This design comes from an exercise in tuning for small area on the open sky130 flow, not from production work. The RTL was checked by simulation tests, not by an equivalence proof against the original design. Power is estimated from default activity; no workload was simulated.

==> flow/run.sh <==
#!/bin/bash
# Standard synthesis and layout, with two changes: the port buffers use the
# smallest buffer, and clock tree synthesis uses no dummy loads.
set -euo pipefail
bash standard.sh synth > synth.log 2>&1
bash standard.sh \
  "BUFFER_PORTS_ARGS=-buffer_cell sky130_fd_sc_hd__buf_1" \
  "CTS_ARGS=-sink_clustering_enable -repair_clock_nets -dont_use_dummy_load -buf_list {sky130_fd_sc_hd__clkbuf_8}" \
  finish > layout.log 2>&1
==> standard.sh <==
#!/bin/bash
# synth_recipe.tcl (not shown) runs the flow's synth.tcl, then flattens the netlist and writes it again
# the make line also repeats each setting of config.mk as NAME=value (left out here)
make -C /OpenROAD-flow-scripts/flow DESIGN_CONFIG=/design/flow/config.mk WORK_HOME=/design/flow/orfs CLKGATE_MAP_FILE= SYNTH_SCRIPT=/design/flow/synth_recipe.tcl "${@:-finish}"
==> config.mk <==
export PLATFORM = sky130hd
export DESIGN_NAME = game_top
export DESIGN_NICKNAME = game_top
export VERILOG_FILES = /design/flow/design.v
export SDC_FILE = /design/flow/constraint.sdc
export NUM_CORES = 4
export LEC_CHECK = 0
export CAP_MARGIN = 20
export CORE_MARGIN = 2
export CORE_UTILIZATION = 40
export SLEW_MARGIN = 20
==> constraint.sdc <==
create_clock -name core_clock -period 10.0 [get_ports {clk}]
set_input_delay 2.0000 -clock core_clock [delete_from_list [all_inputs] [get_ports {clk}]]
set_output_delay 2.0000 -clock core_clock [all_outputs]
set_load 0.01 [all_outputs]
==> design.v <==
`default_nettype none
`timescale 1ns/1ps
module random_seq(
    input   wire            clk,
    input   wire            rst_n,
    output  wire    [31:0]  seq_o
);
    reg     [31:0]      seq;
    always@(posedge clk) begin
        if(!rst_n)
            seq <= 32'h1000_0001;
        else
            seq <= {seq[30:0],seq[0]^seq[2]^seq[3]^seq[5]^seq[8]^seq[31]};
    end
    assign seq_o = seq;
endmodule
 `default_nettype none
`timescale 1ns/1ps
module map_genarate(
    input   wire                                        clk,
    input   wire                                        rst_n,
    input   wire                                        start_i,
    input   wire                                        gen_i,
    input   wire    [6:1]                               seq_i,
    output  wire    [63:0]                              mine_o,
    output  wire    [63:0]                              zero_o,      
    output  wire    [255:0]                             map_o
    );
    reg         clr_d;           
    reg         gen_d;           
    reg [63:0]  mine;
    always@(posedge clk) begin
        clr_d <= !rst_n | start_i;
        gen_d <= gen_i;
    end
    wire [2:0] px = seq_i[6:4];
    wire [2:0] py = seq_i[3:1];
    genvar i, x, y;
    generate
        for(i = 0; i < 64; i = i + 1) begin : g_mine
            always@(posedge clk) begin
                if(!rst_n | clr_d)
                    mine[i] <= 1'b0;
                else if(gen_d & (px == i % 8) & (py == i / 8))
                    mine[i] <= 1'b1;
            end
        end
    endgenerate
    wire [1:0] col [0:7][0:7];       
    wire       cor [0:7][0:7];
    generate
        for(x = 0; x < 8; x = x + 1) begin : g_cx
            for(y = 0; y < 8; y = y + 1) begin : g_cy
                wire a = (y > 0) ? mine[x + 8*(y-1)] : 1'b0;
                wire b = mine[x + 8*y];
                wire c = (y < 7) ? mine[x + 8*(y+1)] : 1'b0;
                assign col[x][y] = a + b + c;
                assign cor[x][y] = a | b | c;
            end
        end
        for(x = 0; x < 8; x = x + 1) begin : g_rx
            for(y = 0; y < 8; y = y + 1) begin : g_ry
                wire [1:0] l = (x > 0) ? col[x-1][y] : 2'd0;
                wire [1:0] r = (x < 7) ? col[x+1][y] : 2'd0;
                wire       lo = (x > 0) ? cor[x-1][y] : 1'b0;
                wire       ro = (x < 7) ? cor[x+1][y] : 1'b0;
                wire [3:0] s = l + col[x][y] + r;
                wire       m = mine[x + 8*y];
                assign map_o[4*(x+8*y) +: 4] = m ? 4'd9 : s;
                assign zero_o[x+8*y] = !(lo | cor[x][y] | ro);
            end
        end
    endgenerate
    assign mine_o = mine;
endmodule
 `default_nettype none
`timescale 1ns/1ps
module screen_machine(
    input   wire            clk,
    input   wire            rst_n,
    input   wire            mid_button_i,
    input   wire    [3:0]   difficulty_i,
    input   wire            win_i,
    input   wire            fail_i,
    output  wire    [2:0]   screen_state_o,
    output  wire            tick_o               
    );
    reg [2:0] state;
    reg [6:0] cnt;
    reg [1:0] num;       
    always@(posedge clk) begin
        num[1] <= difficulty_i[3] | difficulty_i[2];
        num[0] <= difficulty_i[3] | (!difficulty_i[2] & difficulty_i[1]);
    end
    wire is_gen  = (state == 3'b001);
    wire is_play = (state == 3'b010);
    reg [5:0] last;
    always@(*) begin
        case(num)
            2'd3:    last = 6'd29;
            2'd2:    last = 6'd19;
            2'd1:    last = 6'd14;
            default: last = 6'd8;
        endcase
    end
    wire gen_end = (cnt[5:0] == last);
    assign tick_o = cnt[6] & cnt[5] & cnt[1] & cnt[0];
    always@(posedge clk) begin
        if(!rst_n | !(is_gen | is_play) | (is_gen & gen_end) | tick_o)
            cnt <= 0;
        else if(is_gen)
            cnt <= {1'b0, cnt[5:0] + 6'd1};
        else
            cnt <= cnt + 7'd1;
    end
    reg [2:0] next;
    always@(*) begin
        case(state)
            3'b000     : next = mid_button_i ? 3'b001 : 3'b000;
            3'b001   : next = gen_end ? 3'b010 : 3'b001;
            3'b010      : next = fail_i ? (win_i ? 3'b101 : 3'b100) : (win_i ? 3'b011 : 3'b010);
            3'b011   : next = mid_button_i ? 3'b000 : 3'b011;
            3'b100      : next = mid_button_i ? 3'b000 : 3'b100;
            default         : next = state;
        endcase
    end
    always@(posedge clk) begin
        if(!rst_n)
            state <= 3'b000;
        else
            state <= next;
    end
    assign screen_state_o = state;
endmodule
 `default_nettype none
`timescale 1ns/1ps
module time_counter(
    input   wire                    clk             ,
    input   wire                    rst_n           ,
    input   wire                    play_i          ,
    input   wire                    tick_i          ,
    output  wire    [7:0]           seconds_o       ,
    output  wire    [7:0]           minutes_o
    );
    reg [3:0] su, mu;
    reg [2:0] st, mt;
    wire clr = !rst_n | !play_i;
    wire su_top = su[3] & su[1];     
    wire st_top = st[2] & st[1];     
    wire mu_top = mu[3] & mu[1];     
    wire mt_top = mt[2] & mt[1];     
    always@(posedge clk) begin
        if(clr | su_top)        su <= 0;
        else if(tick_i)         su <= su + 4'd1;
    end
    always@(posedge clk) begin
        if(clr | st_top)        st <= 0;
        else if(su_top)         st <= st + 3'd1;
    end
    always@(posedge clk) begin
        if(clr | mu_top)        mu <= 0;
        else if(st_top)         mu <= mu + 4'd1;
    end
    always@(posedge clk) begin
        if(clr | mt_top)        mt <= 0;
        else if(mu_top)         mt <= mt + 3'd1;
    end
    assign seconds_o = {1'b0, st, su};
    assign minutes_o = {1'b0, mt, mu};
endmodule
 `default_nettype none
`timescale 1ns/1ps
module move(
    input   wire            clk             ,
    input   wire            rst_n           ,
    input   wire            start_i         ,
    input   wire            play_i          ,
    input   wire    [4:0]   button_i        ,
    output  wire    [2:0]   x_pos_o         ,
    output  wire    [2:0]   y_pos_o
    );
    reg [2:0] curr_x, curr_y, next_x, next_y;
    always@(posedge clk) begin
        if(!rst_n | start_i)
            {curr_x, curr_y} <= 6'b0;
        else if(play_i)
            {curr_x, curr_y} <= {next_x, next_y};
    end
    always@(posedge clk) begin
        if(!rst_n)
            {next_x, next_y} <= 6'b0;
        else begin
            case(button_i)
                5'b01000  : next_x <= curr_x - 3'd1;
                5'b00100 : next_x <= curr_x + 3'd1;
                5'b00010    : next_y <= curr_y - 3'd1;
                5'b00001  : next_y <= curr_y + 3'd1;
                default       : ;
            endcase
        end
    end
    assign x_pos_o = curr_x;
    assign y_pos_o = curr_y;
endmodule
 `default_nettype none
`timescale 1ns/1ps
module sweep(
    input   wire                clk             ,
    input   wire                rst_n           ,
    input   wire                start_i         ,
    input   wire                play_i          ,
    input   wire                end_i           ,    
    input   wire    [2:0]       x_pos_i         ,
    input   wire    [2:0]       y_pos_i         ,
    input   wire                mid_button_i    ,
    input   wire                fm_switch_i     ,
    input   wire    [63:0]      zero_i          ,    
    output  reg     [63:0]      map_shown_o     ,
    output  reg     [63:0]      map_flag_o
    );
    wire [7:0] on_x, on_y, nb_x, nb_y;
    genvar i, k;
    generate
        for(k = 0; k < 8; k = k + 1) begin : g_dec
            assign on_x[k] = (x_pos_i == k);
            assign on_y[k] = (y_pos_i == k);
            assign nb_x[k] = (x_pos_i == k) | ((k > 0) && (x_pos_i == k - 1)) | ((k < 7) && (x_pos_i == k + 1));
            assign nb_y[k] = (y_pos_i == k) | ((k > 0) && (y_pos_i == k - 1)) | ((k < 7) && (y_pos_i == k + 1));
        end
    endgenerate
    wire shown_at_pos = map_shown_o[{y_pos_i, x_pos_i}];
    wire [63:0] z = zero_i & map_shown_o;
    wire [63:0] zh;
    generate
        for(i = 0; i < 64; i = i + 1) begin : g_zh
            assign zh[i] = z[i] | ((i % 8 > 0) ? z[i-1] : 1'b0) | ((i % 8 < 7) ? z[i+1] : 1'b0);
        end
    endgenerate
    generate
        for(i = 0; i < 64; i = i + 1) begin : g_cell
            wire sel   = on_x[i % 8] & on_y[i / 8];
            wire inbox = nb_x[i % 8] & nb_y[i / 8];
            wire flood = zh[i] | ((i >= 8) ? zh[i-8] : 1'b0) | ((i < 56) ? zh[i+8] : 1'b0);
            wire open  = !fm_switch_i & mid_button_i & !map_flag_o[i] & sel;
            wire chord = mid_button_i & shown_at_pos & !map_flag_o[i];
            always@(posedge clk) begin
                if(!rst_n | start_i)
                    map_shown_o[i] <= 1'b0;
                else if(end_i)
                    map_shown_o[i] <= 1'b1;
                else
                    map_shown_o[i] <= map_shown_o[i] | open | (chord ? inbox : flood);
            end
            always@(posedge clk) begin
                if(!rst_n | !play_i)
                    map_flag_o[i] <= 1'b0;
                else if(mid_button_i & sel)
                    map_flag_o[i] <= fm_switch_i & (map_flag_o[i] ^ !map_shown_o[i]);
            end
        end
    endgenerate
endmodule
 `default_nettype none
`timescale 1ns/1ps
module end_condition(
    input   wire    [63:0]  mine_i,
    input   wire    [63:0]  map_shown_i,
    output  wire            win_o,
    output  wire            fail_o
    );
    assign fail_o = |(mine_i & map_shown_i);
    assign win_o  = &(mine_i ^ map_shown_i);
endmodule
 `default_nettype none
`timescale 1ns/1ps
module play_top(
    input   wire                clk             ,
    input   wire                rst_n           ,
    input   wire                start_i         ,
    input   wire                play_i          ,
    input   wire                end_i           ,
    input   wire    [4:0]       button_i        ,
    input   wire                fm_switch_i     ,
    input   wire    [63:0]      mine_i          ,
    input   wire    [63:0]      zero_i          ,
    output  wire    [2:0]       x_pos_o         ,
    output  wire    [2:0]       y_pos_o         ,
    output  wire                win_o           ,
    output  wire                fail_o          ,
    output  wire    [63:0]      map_shown_o     ,
    output  wire    [63:0]      map_flag_o
    );
    move  u_move (
        .clk            ( clk           ),
        .rst_n          ( rst_n         ),
        .start_i        ( start_i       ),
        .play_i         ( play_i        ),
        .button_i       ( button_i      ),
        .x_pos_o        ( x_pos_o       ),
        .y_pos_o        ( y_pos_o       )
    );
    sweep  u_sweep (
        .clk            ( clk           ),
        .rst_n          ( rst_n         ),
        .start_i        ( start_i       ),
        .play_i         ( play_i        ),
        .end_i          ( end_i         ),
        .x_pos_i        ( x_pos_o       ),
        .y_pos_i        ( y_pos_o       ),
        .mid_button_i   ( button_i[4]   ),
        .fm_switch_i    ( fm_switch_i   ),
        .zero_i         ( zero_i        ),
        .map_shown_o    ( map_shown_o   ),
        .map_flag_o     ( map_flag_o    )
    );
    end_condition  u_end_condition (
        .mine_i         ( mine_i        ),
        .map_shown_i    ( map_shown_o   ),
        .win_o          ( win_o         ),
        .fail_o         ( fail_o        )
    );
endmodule
 `default_nettype none
`timescale 1ns/1ps
module game_top(
    input   wire            clk             ,
    input   wire            rst_n           ,
    input   wire    [4:0]   button_i        ,        
    input   wire            fm_switch_i     ,        
    input   wire    [3:0]   difficulty_i    ,
    output  wire    [2:0]                               x_pos_o             ,
    output  wire    [2:0]                               y_pos_o             ,
    output  wire    [2:0]                               screen_state_o      ,
    output  wire    [4 * (8 * 8 ) - 1 : 0]    map_o       ,
    output  wire    [8 * 8 - 1 : 0]                          map_shown_o ,
    output  wire    [8 * 8 - 1 : 0]                          map_flag_o  ,
    output  wire    [15:0]                              time_count_o         
    );
    wire        win, fail, tick;
    wire [31:0] seq;
    wire [63:0] mine, zero;
    wire is_start = (screen_state_o == 3'b000);
    wire is_gen   = (screen_state_o == 3'b001);
    wire is_play  = (screen_state_o == 3'b010);
    wire is_end   = (screen_state_o == 3'b011) | (screen_state_o == 3'b100);
    screen_machine  u_screen_machine (
        .clk            ( clk            ),
        .rst_n          ( rst_n          ),
        .mid_button_i   ( button_i[4]    ),
        .difficulty_i   ( difficulty_i   ),
        .win_i          ( win            ),
        .fail_i         ( fail           ),
        .screen_state_o ( screen_state_o ),
        .tick_o         ( tick           )
    );
    random_seq  u_random_seq (
        .clk            ( clk            ),
        .rst_n          ( rst_n          ),
        .seq_o          ( seq            )
    );
    map_genarate  u_map_genarate (
        .clk            ( clk            ),
        .rst_n          ( rst_n          ),
        .start_i        ( is_start       ),
        .gen_i          ( is_gen         ),
        .seq_i          ( seq[6:1]       ),
        .mine_o         ( mine           ),
        .zero_o         ( zero           ),
        .map_o          ( map_o          )
    );
    play_top  u_play_top (
        .clk            ( clk            ),
        .rst_n          ( rst_n          ),
        .start_i        ( is_start       ),
        .play_i         ( is_play        ),
        .end_i          ( is_end         ),
        .button_i       ( button_i       ),
        .fm_switch_i    ( fm_switch_i    ),
        .mine_i         ( mine           ),
        .zero_i         ( zero           ),
        .x_pos_o        ( x_pos_o        ),
        .y_pos_o        ( y_pos_o        ),
        .win_o          ( win            ),
        .fail_o         ( fail           ),
        .map_shown_o    ( map_shown_o    ),
        .map_flag_o     ( map_flag_o     )
    );
    time_counter  u_time_counter (
        .clk            ( clk                ),
        .rst_n          ( rst_n              ),
        .play_i         ( is_play            ),
        .tick_i         ( tick               ),
        .seconds_o      ( time_count_o[7:0]  ),
        .minutes_o      ( time_count_o[15:8] )
    );
endmodule
==> qor.yml, run 1 <==
fmax_mhz: 163.9
path_clk_slew_ns: 0.05
fin_skew_ns: 0.07351
routedWlPerCell_um: 24.87
drt_iter0_markers: 2787
p_leak_nw: 11.54
switching_share_pct: 33.91
grtUsageTotal_pct: 31.59
htreeDepth: 2
area_growth_pct: 11.48
final_area_mm2: 0.02693
viasPerCell: 6.106
initial_core_util_pct: 40.24
finalCriticalPeriod_ns: 6.100
drt-total-wl_mm: 100.8
cts_setup_buffers: 0
period_share_pct: 61.00
fin_nets: 3703
synth_warnings: 6
vias: 24740
port_buffers: 417
power_frac_clock_pct: 34.0
io_pins: 421
critPathSlowestCell: "dfxtp_1"
firstDrtPassIters: 12
die_h_um: 249.7
critical_path.max_fanout: 11
hold_slack_ns: 0.4095
syn_area_per_cell_um2: 8.247
clk_path_buf_depth: 3
synth_ff_type: "dfxtp_1"
hold_viol: 0
antenna_found_initial: 6
cts_sinks: 264
power_frac_comb_pct: 19.2
path_class: "flip-flop to output port"
crit_path_end_kind: "output port"
outcome: "finished clean"
setup_violations: 0
startpoint_type: "flip-flop"
power.internal_mw: 1.674
crit_chain: "inv_1 > fa_1 > inv_1 > ha_1 > fa_1 > inv_1 > fa_1 > xor2_1 > nor2_1 > buf_1"
synth_area_mm2: 0.02415
required_ns: 8.00
cts_resized: 0
cts_hold_buf: 0
drc: 0
cts_root_buf: "clkbuf_8"
async_flop_share_pct: 0
insertion_delay_ns: 0.65
rsz0062_at_grt: "no"
num_rows: 90
synth-edff-count: 0
antenna_left: 0
final-max-slew-violation-count: 0
synth_cells: 2929
ys_types: 78
drv_cap: 0
tightest_slew_ns: 1.176
layout-drive-gt1-share_pct: 6.124
cts_buffers: 47
cts_tree: "built"
core_area_mm2: 0.06002
seq_power_share_pct: 46.8
grt_pass1_vias: 23690
grt_max_degree: 72
peakVddDrop_mv: 0.08625
switchingPower_mw: 0.8586
grt_pass1_wl_mm: 150.7
seq_area_frac_synth_pct: 21.88
cpPeakStageDelay_ns: 0.69
setup-tns-final_ns: 0
ys_ff_latch: 264
gr-total-overflow: 0
routabilityCongestion: 0.9854
hp-class: "flip-flop to flip-flop"
relSlewSlack_pct: 21.41
detailed_place_hpwl_mm: 74.51
power_density_mw_per_mm2: 94.03
die_w_um: 249.7
die-area_mm2: 0.06237
placed_area_mm2: 0.02627
worstPathArrival_ns: 4.10
==> cells in the final DEF, fill, tap and decap left out, types with 45 or more instances in the layout <==
master / netlist / routed
nand3_1: 73 / 73
nor3_1: 104 / 102
nor4_1: 143 / 143
a21oi_1: 244 / 243
inv_1: 243 / 242
o21ai_0: 83 / 83
clkbuf_8: 0 / 47
nor2b_1: 47 / 47
xnor2_1: 53 / 53
dfxtp_1: 264 / 264
or2_2: 74 / 74
nand2_1: 158 / 157
buf_4: 19 / 45
nor2_1: 333 / 333
fa_1: 152 / 152
ha_1: 271 / 271
buf_1: 19 / 416
==> logic make-up after synthesis <==
family / after synthesis / share of synthesized area, %
compound gates: 612 / 16.53
xor+xnor: 69 / 2.502
fa+ha+maj: 423 / 26.64
buf+inv: 417 / 7.107
flops: 264 / 21.88
mux: 25 / 1.792
other cells: 1 / 0.01553
simple gates: 1118 / 23.54
==> layout make-up <==
type                    count  area (µm²)
multi-input cells        2249       17190
repair buffers            462        1904
diodes                      3       7.507
well taps                 782       978.4
flip-flops and latches    264        5285
clock buffers              47       646.9
fillers                  6206       33090
inverters                 244       915.9
==> routing by layer <==
| metal | track usage (%) | share of wire (%) | vias to the layer above |
|---|---|---|---|
| li1 | - | - | 11060 |
| met1 | 41.80 | 41 | 11770 |
| met2 | 48.58 | 44 | 1546 |
| met3 | 7.916 | 11 | 360 |
| met4 | 13.92 | 4.9 | 2 |
| met5 | 0.6950 | 0.061 | - |
==> worst max-delay path: cells and delay by family, from the launching register on <==
family / cells / cell delay (ns)
flops: 1 / 0.69
fa+ha+maj: 4 / 1.76
buf+inv: 4 / 0.63
xor+xnor: 1 / 0.15
simple gates: 1 / 0.21
==> cells in the mapped netlist (15+ instances only) <==
| cell | instances | area, µm² |
|---|---|---|
| nand2b_1 | 16 | 100.1 |
| nor4b_1 | 21 | 183.9 |
| nand2_1 | 158 | 593.1 |
| xor2_1 | 16 | 140.1 |
| o31ai_1 | 17 | 127.6 |
| inv_1 | 243 | 912.1 |
| ha_1 | 271 | 3391 |
| nand4_1 | 31 | 193.9 |
| nor3_1 | 104 | 520.5 |
| or2_2 | 74 | 462.9 |
| nor2_1 | 333 | 1250 |
| a211o_1 | 32 | 280.3 |
| o211ai_1 | 21 | 157.7 |
| dfxtp_1 | 264 | 5285 |
| xnor2_1 | 53 | 464.2 |
| a21oi_1 | 244 | 1221 |
| clkbuf_1 | 115 | 431.7 |
| a211oi_1 | 31 | 232.7 |
| nor2b_1 | 47 | 294.0 |
| o21bai_1 | 21 | 157.7 |
| fa_1 | 152 | 3043 |
| nand3_1 | 73 | 365.4 |
| a2111oi_0 | 15 | 131.4 |
| a21o_1 | 22 | 165.2 |
| o21ai_0 | 83 | 415.4 |
| or3_1 | 22 | 137.6 |
| buf_1 | 19 | 71.32 |
| buf_4 | 19 | 142.6 |
| nor4_1 | 143 | 894.6 |
| and3_1 | 16 | 100.1 |
| and2_1 | 37 | 231.5 |
==> power by group through the flow <==
stage	Clock (mW)	Combinational (mW)	Sequential, mW
2_1_floorplan	0	0.277	1.17
3_3_place_gp	0	0.462	1.20
3_5_place_dp	0	0.463	1.20
4_1_cts	0.875	0.465	1.18
5_1_grt	0.920	0.510	1.18
6_report	0.861	0.487	1.18
==> flip-flops by register name (all words and copies together), names as in the netlist <==
signal                          count
u_map_genarate.mine                64
u_screen_machine.state              3
u_time_counter.mt                   3
u_play_top.u_sweep.map_flag_o      64
u_screen_machine.cnt                7
u_play_top.u_sweep.map_shown_o     64
u_screen_machine.num                2
u_time_counter.mu                   4
u_random_seq.seq                   32
u_map_genarate.clr_d                1
u_time_counter.su                   4
u_play_top.u_move.curr_y            3
u_time_counter.st                   3
u_play_top.u_move.next_y            3
u_play_top.u_move.next_x            3
u_map_genarate.gen_d                1
u_play_top.u_move.curr_x            3
==> path summary, 6_finish.rpt <==
kind	cells after the start	slack (ns)	to	startpoint
setup / recovery	10	3.90	map_o[134]	u_map_genarate.mine[41]$_SDFFE_PP0P_
hold reg to reg	1	0.41	u_random_seq.seq[28]$_SDFF_PN1_	u_random_seq.seq[27]$_SDFF_PN0_
setup reg to reg	8	5.50	u_play_top.u_sweep.map_shown_o[44]$_SDFF_PP0_	u_play_top.u_move.curr_x[2]$_SDFFE_PP0P_
hold / removal	1	0.41	u_random_seq.seq[28]$_SDFF_PN1_	u_random_seq.seq[27]$_SDFF_PN0_
==> metrics by stage <==
step	instances	util, %	setup slack [ns]	total power [mW]
after CTS	4048	44.85	3.885	2.515
after floorplan	2930	-	5.181	1.443
after detailed placement	4001	43.78	4.587	1.660
after global placement	4001	43.77	4.605	1.660
after global routing	4050	44.86	3.721	2.613
final	4051	44.87	3.900	2.532
==> run 2: changes to the inputs <==
==> run.sh (new file) <==
#!/bin/bash
# synth_recipe.tcl (not shown) runs the flow's synth.tcl, then flattens the netlist and writes it again
# the make line also repeats each setting of config.mk as NAME=value (left out here)
make -C /OpenROAD-flow-scripts/flow DESIGN_CONFIG=/design/flow/config.mk WORK_HOME=/design/flow/orfs CLKGATE_MAP_FILE= SYNTH_SCRIPT=/design/flow/synth_recipe.tcl finish
removed: flow/run.sh
removed: standard.sh
==> qor.yml, run 2 <==
routabilityCongestion: 0.9870  # +0.16%
path_clk_slew_ns: 0.07  # +0.02 ns
grt_pass1_wl_mm: 154.8  # +2.8%
core_area_mm2: 0.06002  # unchanged
switching_share_pct: 31.64  # -2.3 points
ys_top_cells_by_count: "nor2_1, ha_1, dfxtp_1, a21oi_1, inv_1"
ys_ff_latch: 264  # unchanged
detailed_place_hpwl_mm: 78.27  # +5.0%
power.internal_mw: 1.950  # +17%
die_w_um: 249.7  # unchanged
cts_tree: "built"
fmax_mhz: 155.8  # -5.0%
drv_cap: 0  # unchanged
crit_path_end_kind: "output port"
drt-total-wl_mm: 103.7  # +2.9%
power_density_mw_per_mm2: 95.66  # +1.7%
startpoint_type: "flip-flop"
relSlewSlack_pct: 14.56  # -6.9 points
synthTopCellsByArea: "dfxtp_1, ha_1, fa_1"
rsz0062_at_grt: "no"
clk_path_buf_depth: 3  # unchanged
synth_ff_type: "dfxtp_1"
hold_viol: 0  # unchanged
peakVddDrop_mv: 0.1122  # +30%
firstDrtPassIters: 7  # -5
gr-total-overflow: 0  # unchanged
area_growth_pct: 23.47
path_class: "flip-flop to output port"
antenna_left: 0  # unchanged
drc: 0  # unchanged
num_rows: 90  # unchanged
port_buffers: 417  # unchanged
seq_power_share_pct: 41.7  # -5.1 points
period_share_pct: 64.19  # +3.2 points
power_frac_comb_pct: 18.3  # -0.9 points
cts_setup_buffers: 0  # unchanged
worstPathArrival_ns: 4.42  # +0.32 ns
viasPerCell: 6.088  # -0.30%
required_ns: 8.00  # about the same
layout_commonest_cell: "clkdlybuf4s50_1"
cts_resized: 0  # unchanged
cts_root_buf: "clkbuf_16"
vias: 24610  # -0.50%
syn_area_per_cell_um2: 8.247  # unchanged
grt_pass1_vias: 24130  # +1.9%
total_power_mw: 2.853  # +13%
io_pins: 421  # unchanged
critical_path.max_fanout: 10  # -1
setup-tns-final_ns: 0  # unchanged
cts_hold_buf: 0  # unchanged
grt_max_degree: 68  # -5.6%
synth_warnings: 6  # unchanged
setup_violations: 0  # unchanged
seq_area_frac_synth_pct: 21.88  # unchanged
synth_area_mm2: 0.02415  # unchanged
layout-drive-gt1-share_pct: 5.951  # -0.17 points
hp-class: "flip-flop to flip-flop"
final-max-slew-violation-count: 0  # unchanged
die_h_um: 249.7  # unchanged
antenna_found_initial: 2  # -4
synth_top_area_share_pct: 21.88  # unchanged
synth-edff-count: 0  # unchanged
drt_iter0_markers: 2248  # -19%
fin_skew_ns: 0.01439  # -0.05911 ns
routedWlPerCell_um: 25.66  # +3.1%
tightest_slew_ns: 1.274  # +0.09836 ns
htreeDepth: 1  # -1
initial_core_util_pct: 40.24  # unchanged
insertion_delay_ns: 0.59  # -0.06 ns
grtUsageTotal_pct: 32.28  # +0.70 points
switchingPower_mw: 0.9025  # +5.1%
post-synth-top-count-cell: "nor2_1"
die-area_mm2: 0.06237  # unchanged
power_frac_clock_pct: 40.0  # +6.0 points
synth_cells: 2929  # unchanged
cts_buffers: 29  # -38%
synth_area_leader_cell: "dfxtp_1"
reg.largest.list: "u_map_genarate.mine: 64 flops, u_play_top.u_sweep.map_flag_o: 64 flops, u_play_top.u_sweep.map_shown_o: 64 flops"
finalCriticalPeriod_ns: 6.419  # +0.3190 ns
mostFrequentLayoutCells: "clkdlybuf4s50_1, nor2_1, ha_1"
cts_sinks: 264  # unchanged
p_leak_nw: 12.58  # +9.0%
async_flop_share_pct: 0  # unchanged
ys_types: 78  # unchanged
outcome: "finished clean"
fin_nets: 3676  # -0.73%
[run 2: cell count changes in the layout (fill, tap and decap cells not counted), sizes merged]
cell,previous run,this run
clkbuf,47,37
clkdlybuf4s50,0,416
bufinv,0,3
clkinvlp,0,2
diode,3,1
inv,244,247
clkinv,0,6
buf,462,36
[run 2: cell type report]
type                    instances  area [µm²]
fillers                      5727       30200
multi-input cells            2249       17210
flip-flops and latches        264        5285
repair buffers                453        4439
well taps                     782       978.4
inverters                     244       915.9
clock buffers                  36       812.0
clock inverters                14       180.2
diodes                          1       2.502
[run 2: metal layers]
metal / part of all wire (%) / routed length, µm / up-vias / track usage (%)
li1: - / - / 11020 / -
met1: 41 / 42170 / 11870 / 42.11
met2: 45 / 46460 / 1403 / 51.56
met3: 9.4 / 9796 / 319 / 6.633
met4: 5.1 / 5291 / 2 / 14.30
met5: 0.013 / 13 / - / 0
[run 2: worst paths after layout]
kind,start,to,slack [ns],cells after the start
max,u_map_genarate.mine[33]$_SDFFE_PP0P_,map_o[102],3.58,10
min,u_random_seq.seq[27]$_SDFF_PN0_,u_random_seq.seq[28]$_SDFF_PN1_,0.40,1
max reg2reg,u_play_top.u_move.curr_x[2]$_SDFFE_PP0P_,u_play_top.u_sweep.map_shown_o[51]$_SDFF_PP0_,5.62,8
min reg2reg,u_random_seq.seq[27]$_SDFF_PN0_,u_random_seq.seq[28]$_SDFF_PN1_,0.40,1
[run 2: logic make-up (layout without fill, tap and decap cells)]
group / count (synthesis) / count (layout) / synth area share, %
buffers and inverters: 417 / 747 / 7.107
XOR/XNOR: 69 / 69 / 2.502
adder cells (fa/ha/maj): 423 / 423 / 26.64
other: 1 / 3 / 0.01553
AND/OR/NAND/NOR: 1118 / 1118 / 23.54
flip-flops: 264 / 264 / 21.88
AO/OA/AOI/OAI: 612 / 612 / 16.53
multiplexers: 25 / 25 / 1.792
[run 2: per-stage QoR]
step	hold slack (ns)	area (µm²)	util (%)	instances	setup WS (ns)
CTS	0.4043	29800	49.65	4041	3.553
detailed placement	0.4004	28810	48.00	3991	4.185
global placement	0.4060	28800	47.98	3991	4.234
finish	0.4046	29820	49.69	4043	3.581
global route	0.4418	29820	49.68	4042	3.448
floorplan	0.3863	24160	-	2930	5.181
[run 2: power by group through the flow]
stage	Sequential, mW	Clock, mW	Combinational (mW)
floorplan	1.17	0	0.277
global placement	1.20	0	0.493
detailed placement	1.20	0	0.500
CTS	1.18	1.15	0.502
global route	1.19	1.19	0.545
finish	1.19	1.14	0.521
[run 2: worst max-delay path, cell delays in order, from the launching register on]
cell	delay, ns
dfxtp_1	0.67
inv_1	0.28
fa_1	0.58
inv_1	0.06
ha_1	0.20
fa_1	0.50
inv_1	0.09
fa_1	0.46
xor2_1	0.18
nor2_1	0.22
clkdlybuf4s50_1	0.59

-- re-timing with driven ports --
No port has a modelled driver above. Below, the same layouts with a new extraction and two added sets of constraints.
Step 1: set_driving_cell puts a clkbuf_16 on clk and a buf_2 on each other input, an assumption about the parent block.
Step 2 also shifts input and output timing later by t, the mid clock arrival at the registers, as if the neighbouring blocks saw the same clock.
Slacks: no drivers / after step 1 / after step 2; pairs: no drivers / after step 1.
run	t (ns)	slack for setup (ns)	latest minus earliest clock arrival (ns)	slew at the worst register clock pin (ns)	pins driven straight from the clock port
run 1	0.673	3.900 / 3.840 / 4.272	0.074 / 0.073	0.07 / 0.07	1
run 2	0.637	3.581 / 3.527 / 4.031	0.016 / 0.015	0.07 / 0.07	1
After both steps setup and hold are still met in every run listed.
